From an optimization exercise on the open Yosys and OpenROAD flow, aimed at small area and a short achievable clock period; shortcuts taken in it are not production practice.
The RTL was checked by simulation tests, not by an equivalence proof against the original design.
No activity file was given, so power comes from the tool's default toggle rates.

==> flow/design.v, too long to show whole: its modules and the start of the top module <==
// module fa: 4 lines
// module ha: 4 lines
// module pg00: 4 lines
// module pg01: 4 lines
// module pg10: 4 lines
// module pg11: 4 lines
// module sx0: 3 lines
// module wallace_mult_top: 3423 lines
module wallace_mult_top (
	input  wire        clk,
	input  wire        sext_a,
	input  wire        sext_b,
	input  wire [31:0] a,
	input  wire [31:0] b,
	output wire [63:0] out
);
  // ...
==> flow/flow/run.sh <==
#!/bin/bash
# The standard layout (standard.sh, with the standard flow's synthesis and settings), except that
# the port buffers that global placement inserts are buf_1 cells instead of the
# default choice. make's own output goes to standard.log; each tool's log is under
# orfs/logs/.
set -euo pipefail
bash standard.sh 'BUFFER_PORTS_ARGS=-buffer_cell sky130_fd_sc_hd__buf_1' finish > standard.log 2>&1
==> flow/standard.sh <==
#!/bin/bash
# synth_recipe.tcl (not shown) runs the flow's synth.tcl, then flattens the netlist and writes it again
# the make line also repeats each setting of config.mk as NAME=value (left out here)
make -C /OpenROAD-flow-scripts/flow DESIGN_CONFIG=/design/flow/config.mk WORK_HOME=/design/flow/orfs CLKGATE_MAP_FILE= SYNTH_SCRIPT=/design/flow/synth_recipe.tcl "${@:-finish}"
==> flow/config.mk <==
export PLATFORM = sky130hd
export DESIGN_NAME = wallace_mult_top
export DESIGN_NICKNAME = wallace_mult_top
export VERILOG_FILES = /design/flow/design.v
export SDC_FILE = /design/flow/constraint.sdc
export NUM_CORES = 4
export LEC_CHECK = 0
export CAP_MARGIN = 20
export CORE_MARGIN = 2
export CORE_UTILIZATION = 60
export SETUP_SLACK_MARGIN = 4.0
export SLEW_MARGIN = 20
export SYNTH_HIERARCHICAL = 1
export SYNTH_MINIMUM_KEEP_SIZE = 0
==> flow/constraint.sdc <==
create_clock -name core_clock -period 8.5 [get_ports {clk}]
set_input_delay 1.7000 -clock core_clock [delete_from_list [all_inputs] [get_ports {clk}]]
set_output_delay 1.7000 -clock core_clock [all_outputs]
set_load 0.01 [all_outputs]
==> qor.yml, run 1 <==
p_clk_frac: 0.060
met3_usage: 0.1244
postSynthCellCount: 2743
outcome: "timing/DRC/antenna clean"
synth_ff_type: "dfxtp_1"
whs_ns: 0.7963
timing.final.crit_share: 0.5291
syn_area_sq_mm: 0.02829
largest_reg_flops: 32
dieArea_sq_mm: 0.04890
hold_depth: 2
powerDensity_mw_per_mm2: 482.2
design.seq.count: 193
start_kind: "flip-flop"
nonClockInverterCount: 51
final_common_cell: "xnor2_1"
hold-path-endpoint: "y63_q$_DFF_P_"
worst-setup-path-type: "reg2out"
hold_viol: 0
start_util: 0.6076
synthTopCellsByArea: "fa_1, xnor2_1, dfxtp_1, a22oi_1, ha_1"
row_count: 79
cts_setup_buffers: 9
hold_class: "reg2reg"
numCtsBuffers: 17
core-area_sq_mm: 0.04656
switchingPower_mw: 7.136
antenna_found_initial: 3
grt_max_degree: 38
relSlewSlack: 0.3303
top_layer_used: "met5"
path_max_fanout: 8
synth_edf_count: 0
regMostFlops: "a_r"
==> run 2, diff against run 1 <==
--- a/flow/config.mk
+++ b/flow/config.mk
@@ -10,2 +10,3 @@
 export CORE_UTILIZATION = 60
+export GPL_TIMING_DRIVEN = 0
 export SETUP_SLACK_MARGIN = 4.0
==> qor.yml, run 2 <==
outcome: "timing/DRC/antenna clean"
tns_ns: 0
ioPinCount: 131
p_clk_frac: 0.051  # -0.009
powerDensity_mw_per_mm2: 501.1  # +3.9%
grt_pass1_vias: 24126
row_count: 79  # unchanged
fin_util: 0.6709
dp_hpwl_um: 83310
seqPwrFrac: 0.101
chipHeight_um: 221.1
cp-end-kind: "primary output"
cts_sinks: 193
comb_power_share: 0.848
htree_levels: 4
nets: 3551
clock_path_buffers: 2
drt-initial-drc-count: 3499
synth_edf_count: 0  # unchanged
grt_pass1_wl_um: 156600
area.growth.synth_to_final_pct: 10.42
wl_per_cell_um: 30.46
finalWirelength_um: 107700
p_total_mw: 15.65
grt.total_usage: 0.4372
seq_area_frac_synth: 0.1366
synth.avg_cell_area_sq_um: 10.31
vdd_drop_max_mv: 0.8475
start_util: 0.6076  # unchanged
worst_slew_pin_slew_ns: 1.137
firstDrtPassIters: 9
synth.top_cell.area_share: 0.3397
drc: 0
async_reset_ff_frac: 0
routabilityCongestion: 1.064
final_common_cell: "xnor2_1"
yosys_warnings: 7
clock_latency_ns: 0.52
fin_area_sq_mm: 0.03124
layout_common_cells: "xnor2_1, a22oi_1, fa_1"
yosysMostFrequentCell: "xnor2_1"
antenna_found_initial: 3  # unchanged
die_x_um: 221.1
vias_per_cell: 6.751
internal_power_mw: 8.062
core-area_sq_mm: 0.04656  # unchanged
required_ns: 6.80
slew_viol_final: 0
fmax_ghz: 0.2120
largest_reg_flops: 32  # unchanged
numPortBuffers: 130
dr_total_vias: 23870
cts-root-buf: "clkbuf_16"
whs_ns: 0.6695  # -0.1268 ns
hold_class: "reg2reg"
layout_min_cycle_time_ns: 4.716
drv_cap: 0
synth_cell_types: 51
timing.final.crit_share: 0.5548  # +0.02578
numCtsBuffers: 17  # unchanged
synth_common_cells: "xnor2_1, a22oi_1, fa_1, clkbuf_1, dfxtp_1"
place_inst: 3480
start_kind: "flip-flop"
ctsHoldBuffers: 0
synth_top_area_cell: "fa_1"
switchingPower_mw: 7.589  # +6.4%
fin_cells: 3536
synth_ff_type: "dfxtp_1"
synthTopCellsByArea: "fa_1, xnor2_1, dfxtp_1, a22oi_1, ha_1"
hold_viol: 0  # unchanged
drive_gt1_frac: 0.1734
ys_ff_latch: 193
syn_area_sq_mm: 0.02829  # unchanged
worst-setup-path-type: "reg2out"
rsz0062_at_grt: "yes"
dp_slack_ns: 2.924
regMostFlops: "a_r"
finalSetupViolations: 0
antenna_left: 0
synth_fp_nets: 3383
grt_max_degree: 20  # -47%
dieArea_sq_mm: 0.04890  # unchanged
clock_skew_ns: 0.02473
p_leak_nw: 11.98
overflow: 0
relSlewSlack: 0.2418  # -0.08849
dpl_cell_area_sq_mm: 0.02954
postLayoutSetupSlackWorst_ns: 3.784
crit_arrival_ns: 3.02
postSynthCellCount: 2743  # unchanged
swShare: 0.4849
path_max_fanout: 8  # unchanged
cts_tree: "built"
clk_pin_slew_ns: 0.07
run 2: critical path, cell delays in order, from the launching register on:
cell and delay [ns]:
dfxtp_4 0.36, ha_4 0.25, a21oi_4 0.20, o21a_4 0.20, inv_4 0.05, a21oi_4 0.19, o21a_4 0.24, inv_8 0.05
a21oi_4 0.13, buf_12 0.16, inv_8 0.05, a21o_1 0.16, xor2_1 0.19, buf_4 0.16, buf_6 0.09
run 2: timing repair:
action / in CTS / in global routing
cloned: 0 / 0
setup endpoints to repair: 77 / 72
gates resized for setup: 254 / 293
buffers inserted: 8 / 11
pin swaps: 15 / 18
run 2: final cells by class:
class                           instances  area (sq um)
Multi-Input combinational cell       2105         22690
Fill cell                            3647         15320
Sequential cell                       193          3869
Buffer                                394          2281
Timing Repair Buffer                  149         847.1
Tap cell                              607         759.5
Clock buffer                           18         429.2
Inverter                               51         209.0
Clock inverter                         14         140.1
Antenna cell                            5         12.51
run 2: worst paths after layout:
path	to	depth (start not counted)	slack, ns	startpoint
setup / recovery	out[55]	14	3.78	y18_q$_DFF_P_
hold / removal	s0_q$_DFF_P_	2	0.67	neg_r[0]$_DFF_P_
setup reg to reg	y31_q$_DFF_P_	9	3.83	a_r[0]$_DFF_P_
hold reg to reg	s0_q$_DFF_P_	2	0.67	neg_r[0]$_DFF_P_
run 2: modules after synthesis, one instance, submodules excluded:
module	cells	flops+latches
wallace_mult_top	2013	193
fa	1	0
pg01	3	0
pg10	3	0
ha	1	0
pg00	2	0
pg11	2	0
sx0	1	0
run 2: layer usage:
metal  share of wire  vias to the layer above  routed length [um]  global-route usage
met2            0.42                     2002               44770              0.6276
met5               0                        -                   0                   0
met1            0.39                    11842               41740              0.5924
li1                -                     9562                   -                   -
met3            0.14                      464               14750              0.1482
met4           0.060                        0                6437              0.2148
run 2: cells by family after synthesis:
family	count (synthesis)	synth area share
XOR/XNOR	619	0.1916
AND/OR/NAND/NOR	198	0.03521
adder cells (fa/ha/maj)	573	0.3808
multiplexers	3	0.001238
AO/OA/AOI/OAI	712	0.1847
flip-flops	193	0.1366
buffers and inverters	445	0.06980
run 2: power by group through the flow:
stage	Clock [mW]	Combinational, mW	Sequential (mW)
finish	0.799	13.3	1.58
floorplan	0	8.83	1.55
detailed placement	0	12.1	1.59
global route	0.842	14.7	1.61
CTS	0.812	12.6	1.57
global placement	0	11.6	1.57
==> run 3, diff against run 2 <==
--- a/flow/config.mk
+++ b/flow/config.mk
@@ -9,4 +9,3 @@
 export CORE_MARGIN = 2
-export CORE_UTILIZATION = 60
-export GPL_TIMING_DRIVEN = 0
+export CORE_UTILIZATION = 65
 export SETUP_SLACK_MARGIN = 4.0
==> qor.yml, run 3 <==
firstDrtPassIters: 7  # -2
rsz0062_at_grt: "yes"
relSlewSlack: 0.2938  # +0.05198
vias_per_cell: 6.803  # +0.78%
postSynthCellCount: 2743  # unchanged
clock_path_buffers: 2  # unchanged
synth_edf_count: 0  # unchanged
core-area_sq_mm: 0.04298  # -7.7%
synth_cell_types: 51  # unchanged
syn_area_sq_mm: 0.02829  # unchanged
ioPinCount: 131  # unchanged
htree_levels: 4  # unchanged
outcome: "timing/DRC/antenna clean"
synth.top_cell.area_share: 0.3397  # unchanged
cts_tree: "built"
seq_area_frac_synth: 0.1366  # unchanged
fmax_ghz: 0.2176  # +2.6%
grt_pass1_vias: 22704  # -5.9%
start_kind: "flip-flop"
synthMuxAreaShare: 0.001238  # unchanged
hold_depth: 2  # unchanged
row_count: 76  # -3.8%
overflow: 0  # unchanged
yosys_warnings: 7  # unchanged
synthXorXnorAreaFrac: 0.1916  # unchanged
synth_top_area_cell: "fa_1"
p_leak_nw: 10.66  # -11%
synthTopCellsByArea: "fa_1, xnor2_1, dfxtp_1, a22oi_1, ha_1"
ys_ff_latch: 193  # unchanged
cp-end-kind: "primary output"
synthAdderAreaFrac: 0.3808  # unchanged
vdd_drop_max_mv: 0.7471  # -12%
synth-compound-area-share: 0.1847  # unchanged
path_max_fanout: 8  # unchanged
regToRegEndpoint: "s16_q$_DFF_P_"
slew_viol_final: 0  # unchanged
ctsHoldBuffers: 0  # unchanged
dieArea_sq_mm: 0.04521  # -7.6%
reg2reg_from: "two_r[4]$_DFF_P_"
drt-initial-drc-count: 2903  # -17%
routabilityCongestion: 0.8917  # -16%
async_reset_ff_frac: 0  # unchanged
final_common_cell: "xnor2_1"
whs_ns: 0.7491  # +0.07961 ns
regMostFlops: "a_r"
clock_latency_ns: 0.51  # about the same
finalWirelength_um: 86790  # -19%
largest_reg_flops: 32  # unchanged
drive_gt1_frac: 0.09189  # -0.08150
synth_top_family_by_area: "adder cells"
layout_min_cycle_time_ns: 4.596  # -0.1204 ns
worst_slew_pin_slew_ns: 1.059  # -0.07797 ns
clock_skew_ns: 0.02016  # -0.004568 ns
fillers: 3460  # -5.1%
powerDensity_mw_per_mm2: 481.7  # -3.9%
nets: 3218  # -9.4%
n_antenna_cell: 0  # -5
grt_max_degree: 38  # +90%
drv_cap: 0  # unchanged
cts-root-buf: "clkbuf_16"
numCtsBuffers: 17  # unchanged
tns_ns: 0  # unchanged
start_util: 0.6582  # +0.05053
clk_pin_slew_ns: 0.07  # about the same
dp_hpwl_um: 56010  # -33%
crit_arrival_ns: 2.90  # -0.12 ns
chipHeight_um: 212.6  # -3.9%
drc: 0  # unchanged
numPortBuffers: 130  # unchanged
worstSetupStartpoint: "y18_q$_DFF_P_"
synth_common_cells: "xnor2_1, a22oi_1, fa_1, clkbuf_1, dfxtp_1"
layout_common_cells: "xnor2_1, a22oi_1, fa_1"
ff2ff_path_depth: 13  # +4
synth_ff_type: "dfxtp_1"
hold-path-endpoint: "x63_q$_DFF_P_"
die_x_um: 212.6  # -3.9%
hp-start: "a_r[30]$_DFF_P_"
hold_viol: 0  # unchanged
antenna_found_initial: 0  # -3
hold_class: "reg2reg"
p_total_mw: 14.06  # -10%
required_ns: 6.80  # about the same
synth_fp_nets: 3383  # unchanged
yosysMostFrequentCell: "xnor2_1"
grt.total_usage: 0.3987  # -0.03853
yosys.area_share.simple: 0.03521  # unchanged
reg2reg_slack_ns: 4.02  # +0.19 ns
area.growth.synth_to_final_pct: 3.171
wl_per_cell_um: 27.33  # -10%
cts_sinks: 193  # unchanged
grt_pass1_wl_um: 134400  # -14%
antenna_left: 0  # unchanged
timing.final.crit_share: 0.5407  # -0.01416
dr_total_vias: 21600  # -9.5%
synth.avg_cell_area_sq_um: 10.31  # unchanged
finalSetupViolations: 0  # unchanged
worst-setup-path-type: "reg2out"
[run 3: changes by cell type in the layout (fill, tap and decap cells not counted), sizes merged]
cell	previous run	this run
buf	275	205
diode	5	0
inv	58	59
clkinv	4	2
clkbuf	286	23
[run 3: cell type report]
type	instances	area, sq um	share of cell area
Sequential cell	193	3925	0.1345
Timing Repair Buffer	210	1226	0.04201
Clock buffer	18	429.2	0.01470
Clock inverter	13	121.4	0.004158
Tap cell	585	732.0	0.02508
Inverter	51	209.0	0.007159
Multi-Input combinational cell	2105	22540	0.7724
[run 3: power by group]
| group | switching (mW) | internal [mW] | total (mW) |
|---|---|---|---|
| combinational | 6.53 | 5.10 | 11.6 |
| sequential | 0.166 | 1.46 | 1.63 |
| clock | 0.416 | 0.383 | 0.799 |
[run 3: through the flow]
step	setup WS (ns)	cell area [sq um]	utilization	instances
after floorplan	4.091	28290	-	2743
after global placement	3.491	28300	0.6584	3135
after detailed placement	3.738	28300	0.6584	3135
after CTS	3.906	29040	0.6756	3172
after global routing	3.796	29190	0.6790	3175
final	3.904	29190	0.6790	3175
[run 3: modules after synthesis, one instance, submodules excluded, a selection]
module / area [sq um] / flops+latches / cells inside
pg11: 8.758 / 0 / 2
wallace_mult_top: 16910 / 193 / 2013
fa: 20.02 / 0 / 1
pg01: 18.77 / 0 / 3
pg00: 12.51 / 0 / 2
ha: 12.51 / 0 / 1
[run 3: worst max-delay path, cell delays in order (launching register included)]
cell	delay, ns
dfxtp_2	0.33
ha_4	0.25
a21oi_4	0.24
o21a_4	0.19
inv_4	0.04
a21oi_4	0.20
o21a_4	0.22
inv_8	0.04
a21oi_4	0.14
buf_12	0.16
inv_8	0.05
a21o_1	0.18
xor2_1	0.18
buf_2	0.16
[run 3: what timing repair did]
item | 4_1_cts | 5_1_grt
buffers inserted | 6 | 3
gates resized for setup | 45 | 46
pin swaps | 13 | 11
endpoints found under the setup margin | 24 | 42
[run 3: per-layer routing]
layer | global-route usage | vias up | wire length (um)
met2 | 0.5796 | 1630 | 37600
li1 | - | 8864 | -
met4 | 0.1594 | 0 | 2955
met1 | 0.5406 | 10830 | 34000
met5 | 0.002225 | - | 0
met3 | 0.1477 | 276 | 12240
[run 3: logic make-up (layout without fill, tap and decap cells)]
logic type	count (synthesis)	in the layout
AOI/OAI and AO/OA	712	712
xor gates and xnor gates	619	619
adders and majority gates	573	573
buffers and inverters	445	292
DFF	193	193
muxes	3	3
and+or+nand+nor	198	198
[run 3: worst max-delay path by stage]
stage | depth (start not counted) | endpoint
2_1_floorplan | 14 | s16_q$_DFF_P_
4_1_cts | 13 | out[56]
3_3_place_gp | 13 | s16_q$_DFF_P_
6_report | 13 | out[56]
5_1_grt | 13 | out[55]
3_5_place_dp | 12 | s16_q$_DFF_P_
==> run 4, diff against run 3 <==
--- a/flow/config.mk
+++ b/flow/config.mk
@@ -9,3 +9,3 @@
 export CORE_MARGIN = 2
-export CORE_UTILIZATION = 65
+export CORE_UTILIZATION = 55
 export SETUP_SLACK_MARGIN = 4.0
==> qor.yml, run 4 <==
cp_common_cell: "a21oi_4"
yosys_warnings: 7  # unchanged
nets: 3226  # +0.25%
synth_cell_types: 51  # unchanged
finalSetupViolations: 0  # unchanged
dr_total_vias: 21406  # -0.90%
antenna_found_initial: 0  # unchanged
core-area_sq_mm: 0.05109  # +19%
layout_common_cells: "xnor2_1, a22oi_1, fa_1"
layout_min_cycle_time_ns: 4.537  # -0.05894 ns
grt.total_usage: 0.3366  # -0.06204
cp-end-kind: "primary output"
start_kind: "flip-flop"
outcome: "timing/DRC/antenna clean"
crit_slowest_cell: "dfxtp_2"
yosysMostFrequentCell: "xnor2_1"
seqPwrFrac: 0.113  # -0.003
hold_class: "reg2reg"
grt_max_degree: 38  # unchanged
syn_area_sq_mm: 0.02829  # unchanged
powerDensity_mw_per_mm2: 476.1  # -1.2%
finalWirelength_um: 88470  # +1.9%
clock_skew_ns: 0.02101  # +0.0008499 ns
grt_pass1_vias: 22502  # -0.89%
switchingPower_mw: 7.074  # -0.51%
synth_top_area_cell: "fa_1"
n_antenna_cell: 0  # unchanged
crit_buf_inv: 5  # unchanged
die_x_um: 230.8  # +8.5%
timing.final.crit_share: 0.5338  # -0.006934
vdd_drop_max_mv: 0.4763  # -36%
clock_path_buffers: 2  # unchanged
required_ns: 6.80  # about the same
numCtsBuffers: 17  # unchanged
firstDrtPassIters: 8  # +1
antenna_left: 0  # unchanged
clock_latency_ns: 0.52  # about the same
rsz0062_at_grt: "yes"
clk_pin_slew_ns: 0.08  # about the same
crit_chain: "ha_4 -> a21oi_4 -> o21a_4 -> inv_4 -> a21oi_4 -> o21a_4 -> inv_8 -> a21oi_4 -> buf_12 -> inv_8 -> a21o_1 -> xor2_1 -> buf_2"
dp_hpwl_um: 56890  # +1.6%
synth_fp_nets: 3383  # unchanged
chipHeight_um: 230.8  # +8.5%
cts_sinks: 193  # unchanged
htree_levels: 4  # unchanged
async_reset_ff_frac: 0  # unchanged
p_leak_nw: 10.72  # +0.59%
max_stage_delay_ns: 0.34  # about the same
regMostFlops: "a_r"
relSlewSlack: 0.4445  # +0.1507
drv_cap: 0  # unchanged
worst-setup-path-type: "reg2out"
synth_common_cells: "xnor2_1, a22oi_1, fa_1, clkbuf_1, dfxtp_1"
vias_per_cell: 6.528  # -4.0%
largest_reg_flops: 32  # unchanged
drt-initial-drc-count: 2261  # -22%
slew_viol_final: 0  # unchanged
final_common_cell: "xnor2_1"
seq_area_frac_synth: 0.1366  # unchanged
worst_slew_pin_slew_ns: 0.8333  # -0.2260 ns
wl_per_cell_um: 26.98  # -1.3%
routabilityCongestion: 0.8647  # -3.0%
grt_pass1_wl_um: 134900  # +0.39%
area.growth.synth_to_final_pct: 4.166
synth.top_cell.area_share: 0.3397  # unchanged
drc: 0  # unchanged
numPortBuffers: 130  # unchanged
postSynthCellCount: 2743  # unchanged
cp_top_family: "compound AO/OA/AOI/OAI gates"
hold_viol: 0  # unchanged
start_util: 0.5537  # -0.1045
dieArea_sq_mm: 0.05326  # +18%
swShare: 0.5042  # -0.001561
p_clk_frac: 0.062  # +0.005
ioPinCount: 131  # unchanged
synth.avg_cell_area_sq_um: 10.31  # unchanged
drive_gt1_frac: 0.09504  # +0.003145
internal_power_mw: 6.956  # +0.11%
row_count: 83  # +9.2%
crit_arrival_ns: 2.84  # -0.06 ns
synth_edf_count: 0  # unchanged
fmax_ghz: 0.2204  # +1.3%
synth_ff_type: "dfxtp_1"
synthTopCellsByArea: "fa_1, xnor2_1, dfxtp_1, a22oi_1, ha_1"
overflow: 0  # unchanged
whs_ns: 0.7959  # +0.04682 ns
tns_ns: 0  # unchanged
cts_tree: "built"
cts-root-buf: "clkbuf_16"
comb_power_share: 0.825  # -0.002
ys_ff_latch: 193  # unchanged
path_max_fanout: 8  # unchanged
run 4: cell counts after synthesis:
Identical to the previous run, type by type.
run 4: what timing repair did:
action / in CTS / in global routing
endpoints found under the setup margin: 26 / 32
buffers inserted: 7 / 4
gates resized for setup: 43 / 52
pin swaps: 7 / 16
hold endpoints to repair: 0 / 0
hold buffers: 0 / 0
run 4: worst register-to-register path: cells and delay by family, from the launching register on:
family	cells	cell delay (ns)
AOI/OAI and AO/OA	3	0.83
xor gates and xnor gates	1	0.27
adders and majority gates	5	2.25
buffers and inverters	2	0.45
DFF	1	0.34
muxes	1	0.07
and+or+nand+nor	1	0.17
run 4: path summary, 6_finish.rpt:
check,depth (start not counted),slack (ns),end,from
setup / recovery,13,3.96,out[62],y18_q$_DFF_P_
hold / removal,2,0.80,s0_q$_DFF_P_,neg_r[0]$_DFF_P_
setup reg to reg,13,4.00,s16_q$_DFF_P_,a_r[8]$_DFF_P_
hold reg to reg,2,0.80,s0_q$_DFF_P_,neg_r[0]$_DFF_P_
run 4: Yosys stat by module (local to each module, per instance):
module,cell area (sq um),copies in the design,flops+latches
wallace_mult_top,16910,1,193
fa,20.02,480,0
pg01,18.77,17,0
pg10,15.01,9,0
ha,12.51,30,0
pg00,12.51,31,0
pg11,8.758,17,0
sx0,8.758,46,0
run 4: kinds of logic (layout without fill, tap and decap cells):
kind of cell	count (synthesis)	count (layout)	share of synthesized area
compound gates	712	712	0.1847
xor+xnor	619	619	0.1916
fa+ha+maj	573	573	0.3808
buf+inv	445	301	0.06980
flops	193	193	0.1366
mux	3	3	0.001238
simple gates	198	198	0.03521
run 4: layer usage:
layer  vias to the layer above  global-route usage  part of all wire
li1                       8888                   -                 -
met2                      1431              0.5011              0.44
met3                       190              0.1215              0.13
met4                         0              0.1175             0.026
met1                     10897              0.4525              0.40
met5                         -            0.009191                 0
run 4: cell type report:
type	count	area [sq um]
timing repair buffer	218	1286
clock buffer	18	439.2
tap	680	850.8
fill	4519	21630
clock inverter	14	183.9
inverter	51	209.0
multi-input combinational	2105	22580
sequential	193	3920
run 4: power by group through the flow:
stage | combinational (mW) | sequential (mW) | clock (mW)
after global placement | 11.0 | 1.60 | 0
final | 11.6 | 1.59 | 0.864
after global routing | 13.0 | 1.61 | 0.921
after CTS | 11.5 | 1.59 | 0.893
after detailed placement | 11.3 | 1.60 | 0
after floorplan | 8.83 | 1.55 | 0
run 4: metrics by stage:
| step | cell area (sq um) | instances | setup slack (ns) | utilization | power, mW |
|---|---|---|---|---|---|
| 6_report | 29470 | 3279 | 3.963 | 0.5767 | 14.03 |
| 4_1_cts | 29300 | 3275 | 3.915 | 0.5734 | 13.98 |
| 3_3_place_gp | 28460 | 3236 | 3.752 | 0.5571 | 12.63 |
| 5_1_grt | 29470 | 3279 | 3.830 | 0.5767 | 15.53 |
| 2_1_floorplan | 28290 | 2743 | 4.091 | - | 10.38 |
| 3_5_place_dp | 28460 | 3236 | 3.653 | 0.5571 | 12.86 |

-- separate check: timing with driven ports --
In the flow no input, the clock included, has a driving cell. The finished layouts below were timed again as built, in two steps. Step 1 assumes that a clkbuf_16 drives the clock port and a buf_2 every other input. Step 2 also shifts input and output timing later by t, the mid clock arrival at the registers, as if the neighbouring blocks saw the same clock. Three values: ideal ports, drivers, drivers and shift; two values: the first two.
| run | t, ns | slack for setup (ns) | worst setup path at the end | worst register clock-pin slew, ns |
|---|---|---|---|---|
| run 1 | 0.572 | 4.003 / 3.940 / 4.059 | register to register | 0.10 / 0.10 |
| run 2 | 0.568 | 3.784 / 3.721 / 3.833 | register to register | 0.09 / 0.09 |
| run 3 | 0.563 | 3.904 / 3.843 / 4.018 | register to register | 0.09 / 0.09 |
| run 4 | 0.577 | 3.963 / 3.899 / 3.996 | register to register | 0.09 / 0.09 |
After both steps every run listed still meets setup and hold.
